Background: an optimization exercise with open tools, aiming at a short achievable clock period and few clock cycles. Do not read the settings as production practice. Only simulation tests tie the RTL to the original design; equivalence was not proved. Power is estimated from default activity; no workload was simulated.

Setup of run 1:
==> flow/design.v (excerpt) <==
module Muliti_CPU (
	input clk,
	input reset,
	input MIO_ready,
	input [31:0] Data_in,
	output mem_w,
	output CPU_MIO,
	output [31:0] Addr_out,
	output [31:0] Data_out );
For scale: roughly 7,000 cells after synthesis, ~2,200 flip-flops.
clock: 11.0 ns
lec_check: 0
abc_clock_period_in_ps: 2500
cap_margin: 30
core_margin: 2
core_utilization: 30
place_density: 0.5
slew_margin: 30
standard.sh (not shown) runs the stock make flow with config.mk's settings and CLKGATE_MAP_FILE= SYNTH_SCRIPT=/design/flow/synth_recipe.tcl, a recipe that flattens the netlist after the stock synthesis.
==> flow/flow/run.sh <==
#!/bin/bash
# The standard layout (the standard.sh: standard synthesis and the ORFS
# steps) with changes to how it is made only; constraints and clock period
# are unchanged:
#  - the port buffers that buffer_ports inserts are buf_6 cells rather than
#    the smallest buffer (a slow delay cell).
set -euo pipefail
MARGIN=${MARGIN:-8}
bash standard.sh SETUP_SLACK_MARGIN=$MARGIN SKIP_GATE_CLONING=1 \
  "BUFFER_PORTS_ARGS=-buffer_cell sky130_fd_sc_hd__buf_6" \
  finish > standard_make.log 2>&1
Having completed the whole flow, run 1 delivered a layout that passed the timing, DRC and antenna checks.
Testbench counts of run 1, summed over its fixed seeds: cycles 69,748.
--- input diff run 1..run 2 ---
-- flow/flow/run.sh --
<<< run 1, line 7
set -euo pipefail
MARGIN=${MARGIN:-8}
bash standard.sh SETUP_SLACK_MARGIN=$MARGIN SKIP_GATE_CLONING=1 \
>>> run 2, line 7
set -euo pipefail
MARGIN=${MARGIN:-6.8}
bash standard.sh SETUP_SLACK_MARGIN=$MARGIN SKIP_GATE_CLONING=1 \
Findings:
Via count, run 1 and run 2: lower on run 2. Data arrival time at the worst-slack endpoint in run 2 is 0.09 ns above run 1. Total detailed-routing wirelength was lower in run 2 than in run 1. Lower number of cells on the critical path among run 1 and run 2: run 1.
Changes in run 3 relative to run 2:
# run 2
export LEC_CHECK = 0
export ABC_CLOCK_PERIOD_IN_PS = 2500
export CAP_MARGIN = 30
export CORE_MARGIN = 2
export CORE_UTILIZATION = 30
export PLACE_DENSITY = 0.5
export SLEW_MARGIN = 30
create_clock -name core_clock -period 11.0 [get_ports {clk}]
# run 3
export LEC_CHECK = 0
export ABC_CLOCK_PERIOD_IN_PS = 1800
export CAP_MARGIN = 30
export CORE_MARGIN = 2
export CORE_UTILIZATION = 30
export PLACE_DENSITY = 0.5
export SLEW_MARGIN = 30
create_clock -name core_clock -period 11.0 [get_ports {clk}]
-- flow/flow/run.sh --
<<< run 2, line 7
set -euo pipefail
MARGIN=${MARGIN:-6.8}
bash standard.sh SETUP_SLACK_MARGIN=$MARGIN SKIP_GATE_CLONING=1 \
>>> run 3, line 7
set -euo pipefail
MARGIN=${MARGIN:-7.3}
bash standard.sh SETUP_SLACK_MARGIN=$MARGIN SKIP_GATE_CLONING=1 \
Findings:
~same met3 capacity usage during global routing in run 3 and run 2
Comparing run 3 and run 2, the higher fraction of power consumed by sequential logic was measured on run 2.
Run 2 has a higher sequential share of layout area than run 3.
Input-level comparison between run 4 and run 3:
# run 3
export LEC_CHECK = 0
export ABC_CLOCK_PERIOD_IN_PS = 1800
export CAP_MARGIN = 30
export CORE_MARGIN = 2
export CORE_UTILIZATION = 30
export PLACE_DENSITY = 0.5
export SLEW_MARGIN = 30
create_clock -name core_clock -period 11.0 [get_ports {clk}]
# run 4
export LEC_CHECK = 0
export ABC_CLOCK_PERIOD_IN_PS = 2500
export CAP_MARGIN = 30
export CORE_MARGIN = 2
export CORE_UTILIZATION = 30
export PLACE_DENSITY = 0.62
export SLEW_MARGIN = 30
create_clock -name core_clock -period 11.0 [get_ports {clk}]
==> notes.md <==
Non-clock buffer count, run 3 and run 4, lower one = run 4.
Buffering overhead (higher): run 3
Compared with run 3, in run 4 count of placed standard cells in the final layout, fillers left out shrank by 108; filler cell count in the final layout shrank by 1.1%; share of total power in combinational logic shrank by 0.5 points; maximum number of pins on one net before global-route repair grew by 12%; post-route DRC violation count held steady.
More vias were needed by run 4 than by run 3.
Compared with run 3, run 4 shows a worst hold slack that is 0.028 ns lower.
Clock power share for run 4: 0.5 points down relative to run 3
Run 4 ends up with lower clock-buffer cell count than run 3 does.

========
## the reference run
Muliti_CPU again, from the RTL that the note above started with.
Settings: LEC_CHECK=0, ABC_CLOCK_PERIOD_IN_PS=2500, CAP_MARGIN=30, CORE_MARGIN=2, CORE_UTILIZATION=30, PLACE_DENSITY=0.5, SLEW_MARGIN=30; clock period 11.0 ns.
==> flow/flow/run.sh <==
#!/bin/bash
# The standard layout (the standard.sh: standard synthesis and the ORFS
# steps) with changes to how it is made only; constraints and clock period
# are unchanged:
#  - the port buffers that buffer_ports inserts are buf_6 cells rather than
#    the smallest buffer (a slow delay cell).
set -euo pipefail
MARGIN=${MARGIN:-9}
bash standard.sh SETUP_SLACK_MARGIN=$MARGIN SKIP_GATE_CLONING=1 \
  "BUFFER_PORTS_ARGS=-buffer_cell sky130_fd_sc_hd__buf_6" \
  finish > standard_make.log 2>&1
Testbench counts of the reference run, summed over its fixed seeds: cycles 69,748.
Modified inputs, the trial run compared to the reference run
--- a/flow/flow/run.sh
+++ b/flow/flow/run.sh
@@ -7,3 +7,3 @@
 set -euo pipefail
-MARGIN=${MARGIN:-9}
+MARGIN=${MARGIN:-7.3}
 bash standard.sh SETUP_SLACK_MARGIN=$MARGIN SKIP_GATE_CLONING=1 \
## What came out
- [the trial run vs the reference run] data required time at the worst endpoint: lower in the trial run
- The trial run ended up with a higher hold slack than the reference run did.
- As of the trial run, cell area had fallen by more than 10% compared to the reference run.

[re-timing with driven ports]
The flow's constraints put no driver on any port. The routed layouts listed below were extracted and timed again, unchanged, in two steps. Step 1 (the two cells are an assumption about what drives the block):
set clk [get_ports {clk}]
set_driving_cell -lib_cell sky130_fd_sc_hd__clkbuf_16 $clk
set_driving_cell -lib_cell sky130_fd_sc_hd__buf_2 [delete_from_list [all_inputs] $clk]
Step 2 adds t to the input delays and takes it off the output delays; t is the mean of the earliest and latest rising clock arrival at the registers after step 1. Input paths then give back, and output paths get back, about the clock's delay inside the block. a / b / c = no drivers / after step 1 / after step 2; a / b = the first two.
run	t, ns	setup slack, ns	hold WS [ns]	latest minus earliest clock arrival (ns)
run 1	0.977	6.863 / 6.875 / 5.934	0.393 / 0.393 / 0.393	0.175 / 0.175
run 2	1.039	6.713 / 6.640 / 5.858	0.418 / 0.418 / 0.418	0.218 / 0.218
run 3	1.032	6.757 / 6.757 / 5.911	0.418 / 0.418 / 0.418	0.200 / 0.200
run 4	0.993	6.741 / 6.731 / 5.897	0.390 / 0.390 / 0.390	0.094 / 0.094
the reference run	0.998	6.663 / 6.708 / 5.710	0.388 / 0.388 / 0.388	0.192 / 0.192
the trial run	1.032	6.757 / 6.757 / 5.911	0.418 / 0.418 / 0.418	0.200 / 0.200
After both steps every run listed still meets setup and hold. The setup slack of the reference run, which loses most, moves by +0.045 ns with the drivers and by -0.953 ns with both steps.
